From an optimization exercise on the open Yosys and OpenROAD flow, aimed at small area; shortcuts taken in it are not production practice.
Where RTL was checked, it was by simulation tests only, not by an equivalence proof against the original.
Power is estimated from default activity; no workload was simulated.

==> inputs of v23 <==
## usb3_link
module usb3_link (
input	wire			local_clk,
input	wire			reset_n,
input	wire	[4:0]	ltssm_state,
input	wire			ltssm_hot_reset,
output	reg				ltssm_go_disabled,
output	reg		[2:0]	ltssm_go_u,
output	reg				ltssm_go_recovery,
input	wire	[31:0]	in_data,
input	wire	[3:0]	in_datak,
input	wire			in_active,
output	reg		[31:0]	outp_data,
output	reg		[3:0]	outp_datak,
output	reg				outp_active,
input	wire			out_stall,
input	wire	[1:0]	endp_mode_rx,
input	wire	[1:0]	endp_mode_tx,
input	wire	[6:0]	dev_addr,
output	reg				prot_rx_tp,
output	reg				prot_rx_tp_hosterr,
output	reg				prot_rx_tp_retry,
output	reg				prot_rx_tp_pktpend,
output	reg		[3:0]	prot_rx_tp_subtype,
output	reg		[3:0]	prot_rx_tp_endp,
output	reg		[4:0]	prot_rx_tp_nump,
output	reg		[4:0]	prot_rx_tp_seq,
output	reg		[15:0]	prot_rx_tp_stream,
output	reg				prot_rx_dph,
output	reg				prot_rx_dph_eob,
output	reg				prot_rx_dph_setup,
output	reg				prot_rx_dph_pktpend,
output	reg		[3:0]	prot_rx_dph_endp,
output	reg		[4:0]	prot_rx_dph_seq,
output	reg		[15:0]	prot_rx_dph_len,
output	reg				prot_rx_dpp_start,
output	reg				prot_rx_dpp_done,
output	reg				prot_rx_dpp_crcgood,
input	wire			prot_tx_tp_a,
input	wire			prot_tx_tp_a_retry,
input	wire			prot_tx_tp_a_dir,
input	wire	[3:0]	prot_tx_tp_a_subtype,
input	wire	[3:0]	prot_tx_tp_a_endp,
input	wire	[4:0]	prot_tx_tp_a_nump,
  ...
clock: 8.0 ns
lec_check: 0
cap_margin: 20
core_margin: 2
core_utilization: 40
cts_buf_list: sky130_fd_sc_hd__clkbuf_8
cts_cluster_diameter: 60
cts_cluster_size: 16
slew_margin: 20
run.sh (not shown) runs the stock make flow with config.mk's settings and CLKGATE_MAP_FILE= SYNTH_SCRIPT=/design/flow/synth_recipe.tcl, a recipe that flattens the netlist after the stock synthesis.
==> inputs of v12, as changes to v23 <==
Settings changed: CTS_BUF_LIST sky130_fd_sc_hd__clkbuf_8 to sky130_fd_sc_hd__clkbuf_16, CTS_CLUSTER_DIAMETER 60 to 100, CTS_CLUSTER_SIZE 16 to 25.
==> summary.txt <==
- Of v12 and v23, v23 has the higher final cell count (gap 1.2%, measured against v23).
- In flip-flop and latch count, v12 and v23 do not differ.
- Of v23 and v12, v23 has the higher final area (gap about 0.8%, measured against v12).
- Of v12 and v23, v23 has the higher maximum frequency (gap 1.1%, measured against v23).
- Against v23, the worst hold slack of v12 is better by 0.0042 ns.
- In area after synthesis, v23 and v12 do not differ.
==> figures <==
metric	v23	v12
Global routing met1 resource utilization	31.3%	31.4%
Worst clock skew on the final layout	0.0611 ns	0.0621 ns
Max-Slew Margin vs Limit	26.4%	25.6%
Required time at the worst-slack endpoint	8.79 ns	8.58 ns
Final design instance area without fill	79,800 sq um	79,100 sq um
Combinational group share of total power	55.5%	56.4%
Met2 demand-to-capacity share in global routing	42.8%	42.8%
Status	finished clean	finished clean
Layout-to-synthesis area ratio	1.127x	1.118x
Sum of internal, switching and leakage power	32.8 mW	32.2 mW
Internal reg-to-reg setup slack	2.81 ns	2.75 ns
Share of layout cells above drive strength 1	7.70%	6.24%
Static Leakage	27.8 nW	27.5 nW
Function was not checked in any run of this note: the RTL went through the layout flow alone.

---

==> build 83: inputs <==
Another version of the RTL of usb3_link (not shown whole).
Settings: LEC_CHECK=0, CAP_MARGIN=10, CORE_MARGIN=2, CORE_UTILIZATION=55, SLEW_MARGIN=10; clock period 8.0 ns.
standard.sh (not shown) runs the stock make flow with config.mk's settings and CLKGATE_MAP_FILE= SYNTH_SCRIPT=/design/flow/synth_recipe.tcl, a recipe that flattens the netlist after the stock synthesis.
==> flow/flow/run.sh <==
#!/bin/bash
# Own layout flow: the standard layout (standard.sh) with one change to
# synthesis. The synthesis is ORFS's synth.tcl run through synth_recipe.tcl as
# the standard flow runs it, except that the ABC technology-mapping step uses
# flow/area.abc (area-recovering mapping, no speed-driven buffering) instead of
# ORFS's abc_speed.script. Flip-flops are mapped by dfflibmap before ABC runs,
# so the registers, their names and their cell types are the standard ones.
# Each tool's output goes to its own log in this folder.
set -euo pipefail
W=$(pwd)

# synth.tcl with the ABC call replaced
sed 's|^  log_cmd abc {\*}\$abc_args$|  log_cmd abc -script '"$W"'/flow/area.abc {*}$lib_args {*}$lib_dont_use_args|' \
  "$FLOW_HOME/scripts/synth.tcl" > "$W/area_synth.tcl"
grep -q 'flow/area.abc' "$W/area_synth.tcl"
# The standard flow's synthesis wrapper, sourcing that synth.tcl
sed 's|source \$::env(SCRIPTS_DIR)/synth.tcl|source '"$W"'/area_synth.tcl|' \
  "$W/synth_recipe.tcl" > "$W/area_synth_recipe.tcl"
grep -q 'area_synth.tcl' "$W/area_synth_recipe.tcl"

# synthesis into the folder standard.sh uses, then the standard flow from there
make -C "$FLOW_HOME" DESIGN_CONFIG="$W/config.mk" WORK_HOME="$W/orfs" CLKGATE_MAP_FILE= \
  SYNTH_SCRIPT="$W/area_synth_recipe.tcl" synth > "$W/synth.log" 2>&1
# clock tree: sink clusters of up to 25 flip-flops under one clkbuf_16, and no
# dummy loads (they only balance an already small skew)
export CTS_ARGS="-sink_clustering_enable -repair_clock_nets -dont_use_dummy_load -sink_clustering_size 25 -sink_clustering_max_diameter 100 -buf_list sky130_fd_sc_hd__clkbuf_16"
# every input and output port still gets its own buffer, the smallest one
export BUFFER_PORTS_ARGS="-buffer_cell sky130_fd_sc_hd__buf_1"
bash "$W/standard.sh" > "$W/layout.log" 2>&1
test -f "$W/out/final.def"
==> flow/flow/area.abc <==
strash
dc2
&get -n
&st
&dch
&nf
&put
strash
&get -n
&st
&dc2
&syn2
&dch -f
&nf -a
&put
strash
&get -n
&st
&dc2
&syn2
&dch -f
&nf -a
&put
==> inputs of trial 22, as changes to build 83 <==
--- a/flow/design.v
+++ b/flow/design.v
@@ -923,52 +923,35 @@
 	else if(i[10:2] == LCMD_LGO_U1[10:2])	lcmd_dec = {LC_LGO, 1'b0, i[1:0]};
 	else if(i == LCMD_LPMA)	lcmd_dec = {LC_LPMA, 3'd0};
 	else if(i == LCMD_LRTY)	lcmd_dec = {LC_LRTY, 3'd0};
 	else if(i == LCMD_LBAD)	lcmd_dec = {LC_LBAD, 3'd0};
 	else					lcmd_dec = {LC_OTHER, 3'd0};
 endfunction
-	reg		[5:0]	send_state;
-parameter	[5:0]	LINK_SEND_RESET		= 'd0,
-					LINK_SEND_IDLE		= 'd2,
-					LINK_SEND_0			= 'd4,
-					LINK_SEND_1			= 'd6,
-					LINK_SEND_2			= 'd8,
-					LINK_SEND_3			= 'd10,
-					LINK_SEND_4			= 'd12,
-					LINK_SEND_CMDW_0	= 'd14,
-					LINK_SEND_CMDW_1	= 'd16,
-					LINK_SEND_HP_RTY	= 'd17,
-					LINK_SEND_HP_0		= 'd18,
-					LINK_SEND_HP_1		= 'd20,
-					LINK_SEND_HP_2		= 'd22;
-	reg		[5:0]	recv_state;
-parameter	[5:0]	LINK_RECV_RESET		= 'd0,
-					LINK_RECV_IDLE		= 'd2,
-					LINK_RECV_HP_0		= 'd4,
-					LINK_RECV_HP_1		= 'd5,
-					LINK_RECV_DP_0		= 'd7,
-					LINK_RECV_DP_1		= 'd8,
-					LINK_RECV_DP_2		= 'd9,
-					LINK_RECV_DP_3		= 'd10,
-					LINK_RECV_CMDW_0		= 'd15,
-					LINK_RECV_CMDW_1		= 'd16,
-					LINK_RECV_CMDW_2		= 'd17,
-					LINK_RECV_CMDW_3		= 'd18,
-					LINK_RECV_CMDW_4		= 'd19;
-	reg		[5:0]	read_dpp_state;
-parameter	[5:0]	READ_DPP_RESET		= 'd0,
+	reg		[2:0]	send_state;
+parameter	[2:0]	LINK_SEND_RESET		= 'd0,
+					LINK_SEND_IDLE		= 'd1,
+					LINK_SEND_CMDW_0	= 'd2,
+					LINK_SEND_HP_RTY	= 'd3,
+					LINK_SEND_HP_0		= 'd4,
+					LINK_SEND_HP_1		= 'd5,
+					LINK_SEND_HP_2		= 'd6;
+	reg		[2:0]	recv_state;
+parameter	[2:0]	LINK_RECV_RESET		= 'd0,
+					LINK_RECV_IDLE		= 'd1,
+					LINK_RECV_HP_0		= 'd2,
+					LINK_RECV_HP_1		= 'd3,
+					LINK_RECV_CMDW_0	= 'd4;
+	reg		[2:0]	read_dpp_state;
+parameter	[2:0]	READ_DPP_RESET		= 'd0,
 					READ_DPP_IDLE		= 'd1,
 					READ_DPP_0			= 'd2,
 					READ_DPP_1			= 'd3,
 					READ_DPP_2			= 'd4,
-					READ_DPP_3			= 'd5,
-					READ_DPP_4			= 'd6,
-					READ_DPP_5			= 'd7,
-					READ_DPP_6			= 'd8;
-	reg		[5:0]	write_dpp_state;
-parameter	[5:0]	WRITE_DPP_RESET		= 'd0,
+					READ_DPP_3			= 'd5;
+	reg		[3:0]	write_dpp_state;
+parameter	[3:0]	WRITE_DPP_RESET		= 'd0,
 					WRITE_DPP_IDLE		= 'd1,
 					WRITE_DPP_0			= 'd2,
 					WRITE_DPP_1			= 'd3,
 					WRITE_DPP_2			= 'd4,
 					WRITE_DPP_3			= 'd5,
 					WRITE_DPP_4			= 'd6,
@@ -978,72 +961,54 @@
 					WRITE_DPP_8			= 'd10,
 					WRITE_DPP_9			= 'd11,
 					WRITE_DPP_10		= 'd12,
 					WRITE_DPP_11		= 'd13,
 					WRITE_DPP_12		= 'd14,
 					WRITE_DPP_13		= 'd15;
-	reg		[5:0]	check_hp_state;
-parameter	[5:0]	CHECK_HP_RESET		= 'd0,
+	reg		[1:0]	check_hp_state;
+parameter	[1:0]	CHECK_HP_RESET		= 'd0,
 					CHECK_HP_IDLE		= 'd1,
 					CHECK_HP_0			= 'd2,
-					CHECK_HP_1			= 'd3,
-					CHECK_HP_2			= 'd4,
-					CHECK_HP_3			= 'd5;
-	reg		[5:0]	expect_state;
-parameter	[5:0]	LINK_EXPECT_RESET		= 'd0,
-					LINK_EXPECT_IDLE		= 'd2,
-					LINK_EXPECT_HDR_SEQ_AD	= 'd4,
-					LINK_EXPECT_HP_1		= 'd6,
-					LINK_EXPECT_HP_2		= 'd8,
-					LINK_EXPECT_HP_3		= 'd10;
-	reg		[5:0]	queue_state;
-parameter	[5:0]	LINK_QUEUE_RESET		= 'd0,
-					LINK_QUEUE_IDLE			= 'd2,
-					LINK_QUEUE_HDR_SEQ_AD	= 'd4,
-					LINK_QUEUE_PORTCAP		= 'd6,
-					LINK_QUEUE_PORTCFGRSP	= 'd8,
-					LINK_QUEUE_RTY_HP		= 'd9,
-					LINK_QUEUE_TP_A			= 'd10,
-					LINK_QUEUE_TP_B			= 'd11,
-					LINK_QUEUE_TP_C			= 'd13,
-					LINK_QUEUE_DP			= 'd12;
-	reg		[4:0]	rd_hp_state;
-parameter	[4:0]	RD_HP_RESET			= 'd0,
+					CHECK_HP_1			= 'd3;
+	reg		[1:0]	expect_state;
+parameter	[1:0]	LINK_EXPECT_RESET		= 'd0,
+					LINK_EXPECT_IDLE		= 'd1,
+					LINK_EXPECT_HDR_SEQ_AD	= 'd2;
+	reg		[3:0]	queue_state;
+parameter	[3:0]	LINK_QUEUE_RESET		= 'd0,
+					LINK_QUEUE_IDLE			= 'd1,
+					LINK_QUEUE_HDR_SEQ_AD	= 'd2,
+					LINK_QUEUE_PORTCAP		= 'd3,
+					LINK_QUEUE_PORTCFGRSP	= 'd4,
+					LINK_QUEUE_RTY_HP		= 'd5,
+					LINK_QUEUE_TP_A			= 'd6,
+					LINK_QUEUE_TP_B			= 'd7,
+					LINK_QUEUE_TP_C			= 'd8,
+					LINK_QUEUE_DP			= 'd9;
+	reg		[1:0]	rd_hp_state;
+parameter	[1:0]	RD_HP_RESET			= 'd0,
 					RD_HP_IDLE			= 'd1,
-					RD_HP_LMP_0			= 'd4,
-					RD_HP_LMP_1			= 'd5,
-					RD_HP_TP_0			= 'd10,
-					RD_HP_TP_1			= 'd11,
-					RD_HP_TP_2			= 'd12,
-					RD_HP_DP_0			= 'd16,
-					RD_HP_DP_1			= 'd17,
-					RD_HP_DP_2			= 'd18,
-					RD_HP_0				= 'd20,
-					RD_HP_1				= 'd21,
-					RD_HP_2				= 'd22,
-					RD_HP_3				= 'd22;
-	reg		[3:0]	rd_lcmd_state;
-parameter	[3:0]	RD_LCMD_RESET		= 'd0,
+					RD_HP_0				= 'd2;
+	reg		[1:0]	rd_lcmd_state;
+parameter	[1:0]	RD_LCMD_RESET		= 'd0,
 					RD_LCMD_IDLE		= 'd1,
 					RD_LCMD_0			= 'd2;
-	reg		[3:0]	wr_lcmd_state;
-parameter	[3:0]	WR_LCMD_RESET		= 'd0,
+	reg		[1:0]	wr_lcmd_state;
+parameter	[1:0]	WR_LCMD_RESET		= 'd0,
 					WR_LCMD_IDLE		= 'd1,
 					WR_LCMD_0			= 'd2,
 					WR_LCMD_1			= 'd3;
-	reg		[3:0]	wr_hp_state;
-parameter	[3:0]	WR_HP_RESET		= 'd0,
+	reg		[2:0]	wr_hp_state;
+parameter	[2:0]	WR_HP_RESET		= 'd0,
 					WR_HP_IDLE		= 'd1,
 					WR_HP_0			= 'd2,
 					WR_HP_1			= 'd3,
 					WR_HP_2			= 'd4,
 					WR_HP_3			= 'd5,
 					WR_HP_4			= 'd6,
-					WR_HP_5			= 'd7,
-					WR_HP_6			= 'd8,
-					WR_HP_7			= 'd9;
+					WR_HP_5			= 'd7;
 	reg		[4:0]	ltssm_last;
 	reg				ltssm_stored_init;	 
 	reg				ltssm_changed  ;
 	reg				ltssm_go_recovery_1;
 	reg		[2:0]	ltssm_go_u_1;
 	reg		[1:0]	dc;		 
@@ -1200,13 +1165,13 @@
 	tx_lcmd_act_1 <= tx_lcmd_act;
 	tx_lcmd_done <= 0;
 	if(tx_lcmd_do) tx_lcmd_queue <= 1;
 	tx_hp_act <= 0;
 	tx_hp_act_1 <= tx_hp_act;
 	tx_hp_done <= 0;
-	if(tx_hp_do) tx_hp_queue <= 1;
+	tx_hp_queue <= tx_hp_do;	 
 	rx_lcmd_act <= 0;
 	crc_hptx_rst <= 0;
 	crc_dpptx_rst <= 0;
 	buf_in_wren <= 0;
 	buf_in_commit <= 0;
 	buf_out_arm <= 0;
@@ -1236,15 +1201,15 @@
 	LT_U0: begin
 		pending_hp_timer<=pending_hp_timer+1'b1;
 		credit_hp_timer<=credit_hp_timer+1'b1;
 		pm_entry_timer<=pm_entry_timer+1'b1;
 		ux_exit_timer<=ux_exit_timer+1'b1;
 		port_config_timeout<=port_config_timeout+1'b1;
-		if(u0l_timeout < T_U0L_TIMEOUT) 
+		if(u0l_timeout != T_U0L_TIMEOUT) 	 
 			u0l_timeout<=u0l_timeout+1'b1;
-		if(u0_recovery_timeout < T_U0_RECOVERY)
+		if(u0_recovery_timeout != T_U0_RECOVERY)	 
 			u0_recovery_timeout<=u0_recovery_timeout+1'b1;
 		if(u0l_timeout == T_U0L_TIMEOUT) begin
 			tx_queue_lup <= 1;
 			u0l_timeout <= 0;
 		end
 		if(u0_recovery_timeout == T_U0_RECOVERY) begin
@@ -2196,17 +2161,14 @@
 		{ihz_a, ihz_b, ihz_c, ihz_d} <= 12'hFFF;
 		{ohz_a, ohz_b, ohz_c, ohz_d} <= 4'hF;
 		out_data <= 0;
 		out_datak <= 0;
 		out_active <= 0;
 		out_data_1 <= 0;
-		out_data_2 <= 0;
 		out_datak_1 <= 0;
-		out_datak_2 <= 0;
 		out_active_1 <= 0;
-		out_active_2 <= 0;
 		in_header_err_count <= 0;
 		out_header_first_since_entry <= 0;
 		in_link_command_act <= 0;
 		{in_dpps_6, in_dpps_5, in_dpps_4, in_dpps_3, in_dpps_2, in_dpps_1} <= 0;
 		{in_dppe_6, in_dppe_5, in_dppe_4, in_dppe_3, in_dppe_2, in_dppe_1} <= 0;
 		in_active_1 <= 0;
==> inputs of build 91, as changes to build 83 <==
--- a/flow/design.v
+++ b/flow/design.v
@@ -1200,13 +1200,13 @@
 	tx_lcmd_act_1 <= tx_lcmd_act;
 	tx_lcmd_done <= 0;
 	if(tx_lcmd_do) tx_lcmd_queue <= 1;
 	tx_hp_act <= 0;
 	tx_hp_act_1 <= tx_hp_act;
 	tx_hp_done <= 0;
-	if(tx_hp_do) tx_hp_queue <= 1;
+	tx_hp_queue <= tx_hp_do;	 
 	rx_lcmd_act <= 0;
 	crc_hptx_rst <= 0;
 	crc_dpptx_rst <= 0;
 	buf_in_wren <= 0;
 	buf_in_commit <= 0;
 	buf_out_arm <= 0;
@@ -1236,15 +1236,15 @@
 	LT_U0: begin
 		pending_hp_timer<=pending_hp_timer+1'b1;
 		credit_hp_timer<=credit_hp_timer+1'b1;
 		pm_entry_timer<=pm_entry_timer+1'b1;
 		ux_exit_timer<=ux_exit_timer+1'b1;
 		port_config_timeout<=port_config_timeout+1'b1;
-		if(u0l_timeout < T_U0L_TIMEOUT) 
+		if(u0l_timeout != T_U0L_TIMEOUT) 	 
 			u0l_timeout<=u0l_timeout+1'b1;
-		if(u0_recovery_timeout < T_U0_RECOVERY)
+		if(u0_recovery_timeout != T_U0_RECOVERY)	 
 			u0_recovery_timeout<=u0_recovery_timeout+1'b1;
 		if(u0l_timeout == T_U0L_TIMEOUT) begin
 			tx_queue_lup <= 1;
 			u0l_timeout <= 0;
 		end
 		if(u0_recovery_timeout == T_U0_RECOVERY) begin
@@ -2196,17 +2196,14 @@
 		{ihz_a, ihz_b, ihz_c, ihz_d} <= 12'hFFF;
 		{ohz_a, ohz_b, ohz_c, ohz_d} <= 4'hF;
 		out_data <= 0;
 		out_datak <= 0;
 		out_active <= 0;
 		out_data_1 <= 0;
-		out_data_2 <= 0;
 		out_datak_1 <= 0;
-		out_datak_2 <= 0;
 		out_active_1 <= 0;
-		out_active_2 <= 0;
 		in_header_err_count <= 0;
 		out_header_first_since_entry <= 0;
 		in_link_command_act <= 0;
 		{in_dpps_6, in_dpps_5, in_dpps_4, in_dpps_3, in_dpps_2, in_dpps_1} <= 0;
 		{in_dppe_6, in_dppe_5, in_dppe_4, in_dppe_3, in_dppe_2, in_dppe_1} <= 0;
 		in_active_1 <= 0;
CORE_UTILIZATION = 40   (was 55)
==> inputs of trial 1, as changes to build 83 <==
--- a/flow/design.v
+++ b/flow/design.v
@@ -172,169 +172,12 @@
 	end
 	else begin
 		q <= crc_en ? c : q;
 	end
 end
 endmodule
-module usb3_crc_hprx(
-input	wire	[31:0] 	di,
-input	wire			en,
-input	wire			set,
-output	wire	[15:0] 	crc_out,
-input	wire			clk
-);
-reg [15:0]	q;
-wire [15:0]	c;
-wire [31:0] d = {	di[0 ],di[1 ],di[2 ],di[3 ],di[4 ],di[5 ],di[6 ],di[7],
-					di[8 ],di[9 ],di[10],di[11],di[12],di[13],di[14],di[15],
-					di[16],di[17],di[18],di[19],di[20],di[21],di[22],di[23],
-					di[24],di[25],di[26],di[27],di[28],di[29],di[30],di[31]};
-wire [31:0] x = d ^ {q, 16'h0};
-assign crc_out = ~{	q[0], q[1], q[2], q[3], q[4], q[5], q[6], q[7], 
-					q[8], q[9], q[10],q[11],q[12],q[13],q[14],q[15]};
-wire hx_0 = x[12] ^ x[20];
-wire hx_1 = x[15] ^ x[23];
-wire hx_2 = x[17] ^ x[25];
-wire hx_3 = x[16] ^ x[24];
-wire hx_4 = x[18] ^ x[19];
-wire hx_5 = x[27] ^ x[28];
-wire hx_6 = x[8] ^ x[22];
-wire hx_7 = x[13] ^ x[21];
-wire hx_8 = x[9] ^ hx_2;
-wire hx_9 = x[26] ^ hx_4;
-wire hx_10 = x[14] ^ hx_3;
-wire hx_11 = hx_0 ^ hx_6;
-wire hx_12 = x[6] ^ x[10];
-wire hx_13 = x[11] ^ x[30];
-wire hx_14 = x[31] ^ hx_1;
-wire hx_15 = hx_10 ^ hx_11;
-wire hx_16 = x[5] ^ hx_8;
-wire hx_17 = x[29] ^ hx_7;
-wire hx_18 = x[7] ^ hx_5;
-wire hx_19 = hx_9 ^ hx_12;
-wire hx_20 = x[4] ^ hx_15;
-wire hx_21 = hx_14 ^ hx_17;
-wire hx_22 = hx_13 ^ hx_18;
-wire hx_23 = hx_1 ^ hx_16;
-wire hx_24 = x[1] ^ hx_16;
-wire hx_25 = x[3] ^ hx_7;
-wire hx_26 = x[9] ^ x[30];
-wire hx_27 = hx_5 ^ hx_26;
-wire hx_28 = x[0] ^ x[26];
-wire hx_29 = hx_3 ^ hx_5;
-wire hx_30 = x[27] ^ hx_19;
-wire hx_31 = x[31] ^ hx_0;
-wire hx_32 = hx_9 ^ hx_14;
-wire hx_33 = x[14] ^ x[22];
-wire hx_34 = x[2] ^ hx_12;
-wire hx_35 = x[11] ^ hx_25;
-wire hx_36 = x[4] ^ hx_6;
-wire hx_37 = x[10] ^ x[29];
-wire hx_38 = x[0] ^ hx_13;
-wire hx_39 = hx_2 ^ hx_20;
-wire hx_40 = x[2] ^ hx_30;
-wire hx_41 = x[28] ^ hx_37;
-wire hx_42 = hx_18 ^ hx_19;
-wire hx_43 = hx_22 ^ hx_33;
-wire hx_44 = hx_10 ^ hx_35;
-wire hx_45 = x[4] ^ x[8];
-wire hx_46 = x[28] ^ hx_0;
-wire hx_47 = hx_21 ^ hx_28;
-wire hx_48 = hx_45 ^ hx_46;
-wire hx_49 = hx_47 ^ hx_48;
-wire hx_50 = x[1] ^ x[5];
-wire hx_51 = hx_14 ^ hx_20;
-wire hx_52 = hx_27 ^ hx_28;
-wire hx_53 = hx_50 ^ hx_51;
-wire hx_54 = hx_52 ^ hx_53;
-wire hx_55 = hx_21 ^ hx_24;
-wire hx_56 = hx_29 ^ hx_34;
-wire hx_57 = hx_55 ^ hx_56;
-wire hx_58 = x[7] ^ x[18];
-wire hx_59 = hx_14 ^ hx_25;
-wire hx_60 = hx_34 ^ hx_38;
-wire hx_61 = hx_39 ^ hx_58;
-wire hx_62 = hx_59 ^ hx_60;
-wire hx_63 = hx_61 ^ hx_62;
-wire hx_64 = x[7] ^ x[12];
-wire hx_65 = hx_24 ^ hx_32;
-wire hx_66 = hx_36 ^ hx_44;
-wire hx_67 = hx_64 ^ hx_65;
-wire hx_68 = hx_66 ^ hx_67;
-wire hx_69 = x[13] ^ hx_20;
-wire hx_70 = hx_23 ^ hx_40;
-wire hx_71 = hx_69 ^ hx_70;
-wire hx_72 = x[20] ^ hx_23;
-wire hx_73 = hx_42 ^ hx_44;
-wire hx_74 = hx_72 ^ hx_73;
-wire hx_75 = x[11] ^ x[15];
-wire hx_76 = x[21] ^ x[29];
-wire hx_77 = hx_39 ^ hx_42;
-wire hx_78 = hx_75 ^ hx_76;
-wire hx_79 = hx_77 ^ hx_78;
-wire hx_80 = x[16] ^ hx_9;
-wire hx_81 = hx_11 ^ hx_17;
-wire hx_82 = hx_22 ^ hx_23;
-wire hx_83 = hx_80 ^ hx_81;
-wire hx_84 = hx_82 ^ hx_83;
-wire hx_85 = x[17] ^ x[23];
-wire hx_86 = x[31] ^ hx_15;
-wire hx_87 = hx_17 ^ hx_19;
-wire hx_88 = hx_27 ^ hx_85;
-wire hx_89 = hx_86 ^ hx_87;
-wire hx_90 = hx_88 ^ hx_89;
-wire hx_91 = x[10] ^ x[20];
-wire hx_92 = x[24] ^ hx_4;
-wire hx_93 = hx_8 ^ hx_21;
-wire hx_94 = hx_43 ^ hx_91;
-wire hx_95 = hx_92 ^ hx_93;
-wire hx_96 = hx_94 ^ hx_95;
-wire hx_97 = x[21] ^ x[25];
-wire hx_98 = hx_13 ^ hx_15;
-wire hx_99 = hx_32 ^ hx_41;
-wire hx_100 = hx_97 ^ hx_98;
-wire hx_101 = hx_99 ^ hx_100;
-wire hx_102 = x[19] ^ hx_8;
-wire hx_103 = hx_29 ^ hx_36;
-wire hx_104 = hx_38 ^ hx_102;
-wire hx_105 = hx_103 ^ hx_104;
-wire hx_106 = x[18] ^ x[23];
-wire hx_107 = x[26] ^ hx_24;
-wire hx_108 = hx_31 ^ hx_41;
-wire hx_109 = hx_106 ^ hx_107;
-wire hx_110 = hx_108 ^ hx_109;
-wire hx_111 = x[24] ^ hx_13;
-wire hx_112 = hx_17 ^ hx_40;
-wire hx_113 = hx_111 ^ hx_112;
-wire hx_114 = x[3] ^ x[19];
-wire hx_115 = x[25] ^ hx_31;
-wire hx_116 = hx_43 ^ hx_114;
-wire hx_117 = hx_115 ^ hx_116;
-assign c[0] = hx_49;
-assign c[1] = hx_54;
-assign c[2] = hx_57;
-assign c[3] = hx_63;
-assign c[4] = hx_68;
-assign c[5] = hx_71;
-assign c[6] = hx_74;
-assign c[7] = hx_79;
-assign c[8] = hx_84;
-assign c[9] = hx_90;
-assign c[10] = hx_96;
-assign c[11] = hx_101;
-assign c[12] = hx_105;
-assign c[13] = hx_110;
-assign c[14] = hx_113;
-assign c[15] = hx_117;
-always @(posedge clk) begin
-	if(set)
-		q <= {16{1'b1}};
-	else if(en)
-		q <= c;
-end
-endmodule
 module usb3_crc_dpptx(
 input	wire	[31:0]	di,
 input	wire	[1:0]	part,
 input	wire			hold,
 output	wire	[31:0]	crc_out,
 output	wire	[31:0]	crc_q,
@@ -1202,12 +1045,13 @@
 	if(tx_lcmd_do) tx_lcmd_queue <= 1;
 	tx_hp_act <= 0;
 	tx_hp_act_1 <= tx_hp_act;
 	tx_hp_done <= 0;
 	if(tx_hp_do) tx_hp_queue <= 1;
 	rx_lcmd_act <= 0;
+	crc_hprx_rst <= 0;
 	crc_hptx_rst <= 0;
 	crc_dpptx_rst <= 0;
 	buf_in_wren <= 0;
 	buf_in_commit <= 0;
 	buf_out_arm <= 0;
 	buf_in_ready_1 <= buf_in_ready;
@@ -1373,30 +1217,33 @@
 			if({in_data, in_datak} == {32'hFEFEFEF7, 4'b1111}) begin
 				u0_recovery_timeout <= 0;
 				recv_state <= LINK_RECV_CMDW_0;
 			end
 			if({in_data, in_datak} == {32'hFBFBFBF7, 4'b1111}) begin
 				rc <= 0;
+				crc_hprx_rst <= 1;
 				recv_state <= LINK_RECV_HP_0;
 			end
 		end
 	end
 	LINK_RECV_HP_0: begin
 		if(in_active) begin
 			case(rx_cred_idx)
 			0: begin {ihw2_a, ihw1_a, ihw0_a} <= {swap32(in_data), ihw2_a, ihw1_a[16:0]}; ihz_a <= {1'b0, ihz_a[2:1]}; end
 			1: begin {ihw2_b, ihw1_b, ihw0_b} <= {swap32(in_data), ihw2_b, ihw1_b[16:0]}; ihz_b <= {1'b0, ihz_b[2:1]}; end
 			2: begin {ihw2_c, ihw1_c, ihw0_c} <= {swap32(in_data), ihw2_c, ihw1_c[16:0]}; ihz_c <= {1'b0, ihz_c[2:1]}; end
 			3: begin {ihw2_d, ihw1_d, ihw0_d} <= {swap32(in_data), ihw2_d, ihw1_d[16:0]}; ihz_d <= {1'b0, ihz_d[2:1]}; end
 			endcase
+			crc_hprx_in <= swap32(in_data);
 			if(rc == 2) recv_state <= LINK_RECV_HP_1;
 		end else rc <= rc;
+		if(~in_active && rc == 0) crc_hprx_rst <= 1;
 	end
 	LINK_RECV_HP_1: begin
 		if(in_active) begin
-			in_header_crc_ok <= (crc_hprx_out == in_data_swap16[31:16]);
+			in_header_crc_ok <= (crc_hprx_next_out == in_data_swap16[31:16]);
 			in_header_seq <= in_data_swap16[2:0];
 			in_header_cw_ok <= (crc_in_cw_out == in_data_swap16[15:11]);
 			recv_state <= LINK_RECV_IDLE;
 			if(!rx_hdr_seq_ignore) begin
 				check_hp_state <= CHECK_HP_0;
 			end
@@ -2247,12 +2094,13 @@
 		sent_u0_portcap <= 0;
 		recv_u0_adv <= 0;
 		rc <= 0;
 		sc <= 0;
 		crc_dpptx_rst <= 0;
 		crc_dpptx_in <= 0;
+		crc_hprx_rst <= 0;
 		crc_hptx_rst <= 0;
 		send_state <= LINK_SEND_RESET;
 		recv_state <= LINK_RECV_RESET;
 		expect_state <= LINK_EXPECT_RESET;
 		queue_state <= LINK_QUEUE_RESET;
 		rd_lcmd_state <= RD_LCMD_RESET;
@@ -2298,20 +2146,23 @@
 	.di			( crc_dpptx_in ),
 	.part		( crc_dpptx_part ),
 	.hold		( write_dpp_state == WRITE_DPP_2 && ~out_dpp_length_remain_1[2] ),
 	.crc_out	( crc_dpptx_out_r ),
 	.crc_q		( crc_dpptx_q )
 );
+	reg				crc_hprx_rst;
+	reg		[31:0]	crc_hprx_in;
 	wire	[15:0]	crc_hprx_out;
-usb3_crc_hprx iu3chprx (
+	wire	[15:0]	crc_hprx_next_out;
+usb3_crc_hp iu3chprx (
 	.clk		( local_clk ),
-	.set		( recv_state == LINK_RECV_IDLE && ltssm_state == LT_U0 && in_active &&
-				  {in_data, in_datak} == {32'hFBFBFBF7, 4'b1111} ),
-	.en			( recv_state == LINK_RECV_HP_0 && in_active ),
-	.di			( swap32(in_data) ),
-	.crc_out	( crc_hprx_out )
+	.rst		( crc_hprx_rst ),
+	.crc_en		( in_active ),
+	.di			( crc_hprx_in ),
+	.crc_out	( crc_hprx_out ),
+	.crc_next_out	( crc_hprx_next_out )
 );
 	reg				crc_hptx_rst;
 	wire	[31:0]	crc_hptx_in = swap32(out_data_2);
 	wire	[15:0]	crc_hptx_out;
 usb3_crc_hp iu3chptx (
 	.clk		( local_clk ),
==> flow/run.sh (new file) <==
#!/bin/bash
# synth_recipe.tcl (not shown) runs the flow's synth.tcl, then flattens the netlist and writes it again
# the make line also repeats each setting of config.mk as NAME=value (left out here)
make -C /OpenROAD-flow-scripts/flow DESIGN_CONFIG=/design/flow/config.mk WORK_HOME=/design/flow/orfs CLKGATE_MAP_FILE= SYNTH_SCRIPT=/design/flow/synth_recipe.tcl finish
CAP_MARGIN = 20   (was 10)
CTS_BUF_LIST = sky130_fd_sc_hd__clkbuf_16   (was not set)
CTS_CLUSTER_DIAMETER = 100   (was not set)
CTS_CLUSTER_SIZE = 25   (was not set)
SLEW_MARGIN = 20   (was 10)
removed: flow/flow/run.sh
removed: flow/flow/area.abc
removed: flow/standard.sh
==> flow_summary_export.csv <==
group,metric,value,unit
routing,drt_iter0_drc,4099,
finish,n_clock_buffer,75,
finish,antenna_cells,1,
run_status,status,"timing/DRC/antenna clean",
timing,worst_pin_slew,1.29,ns
power,powerSeq,9.39,mW
finish,regArea,37000,µm²
placement,dpl-instance-area,66700,µm²
(the above is from build 91)
==> flow_summary_export.csv <==
group,metric,value,unit
run_status,status,"timing/DRC/antenna clean",
finish,n_clock_buffer,71,
routing,drt_iter0_drc,5178,
power,powerSeq,8.73,mW
finish,regArea,36700,µm²
timing,worst_pin_slew,1.19,ns
clocking,post_cts_resized,0,
worst_setup_path,r2r_start,"out_dpp_length_remain_1[0]$_DFFE_PP_",
power,powerClk,3.89,mW
min_path,hold_class,"flop to flop",
(the above is from trial 22)
==> flow_summary_export.csv <==
group,metric,value,unit
logic_synthesis,synth_fa_ha_area_share,1.83,%
placement,dpl-instance-area,73900,µm²
routing,wl_met3,15000,µm
run_status,status,"timing/DRC/antenna clean",
finish,regArea,38100,µm²
finish,antenna_cells,1,
routing,drt_iter0_drc,5359,
worst_setup_path,crit_end,"out_data[3]$_SDFF_PN0_",
logic_synthesis,synth.most_common_cell,"dfxtp_1",
power,powerSeq,9.74,mW
(the above is from trial 1)
==> flow_summary_export.csv <==
group,metric,value,unit
routing,drt_iter0_drc,4588,
run_status,status,"timing/DRC/antenna clean",
finish,regArea,37000,µm²
power,powerSeq,9.36,mW
finish,n_clock_buffer,72,
timing,worst_pin_slew,1.17,ns
flow_run,maxCapViolCount,0,
logic_synthesis,yosysSeqAreaShare,60.2,%
finish,finish.utilization,61.0,%
placement,dpl-instance-area,65800,µm²
timing,finalClockSkew,0.0752,ns
power,p_int,16.8,mW
finish,clkCellAreaFrac,2.67,%
(the above is from build 83)
The RTL of build 83 was laid out without a check of its function.

afterwards: timing with drivers on the ports:
The results above use ideal ports. As a check the final layouts listed here were re-extracted and re-timed, cells and wires unchanged.
Step 1, drivers: a clkbuf_16 drives local_clk and a buf_2 each remaining input, both assumed.
Step 2 adds t to the input delays and takes it off the output delays; t is the mean of the earliest and latest rising clock arrival at the registers after step 1. Input paths then give back, and output paths get back, about the clock's delay inside the block.
a / b / c = ideal ports / drivers / drivers and shift; a / b = the first two.
| run | shift t [ns] | setup slack, ns | worst slew at a driven data input, ns |
|---|---|---|---|
| v23 | 1.014 | 2.808 / 2.808 / 2.808 | 0.09 |
| v12 | 0.810 | 2.749 / 2.749 / 2.749 | 0.09 |
| build 83 | 0.735 | 1.885 / 1.885 / 1.885 | 0.16 |
| trial 22 | 0.738 | 1.887 / 1.887 / 1.887 | 0.20 |
| build 91 | 0.769 | 1.961 / 1.961 / 1.961 | 0.17 |
| trial 1 | 0.755 | 2.393 / 2.393 / 2.393 | 0.11 |
After both steps setup and hold are still met in every run listed.
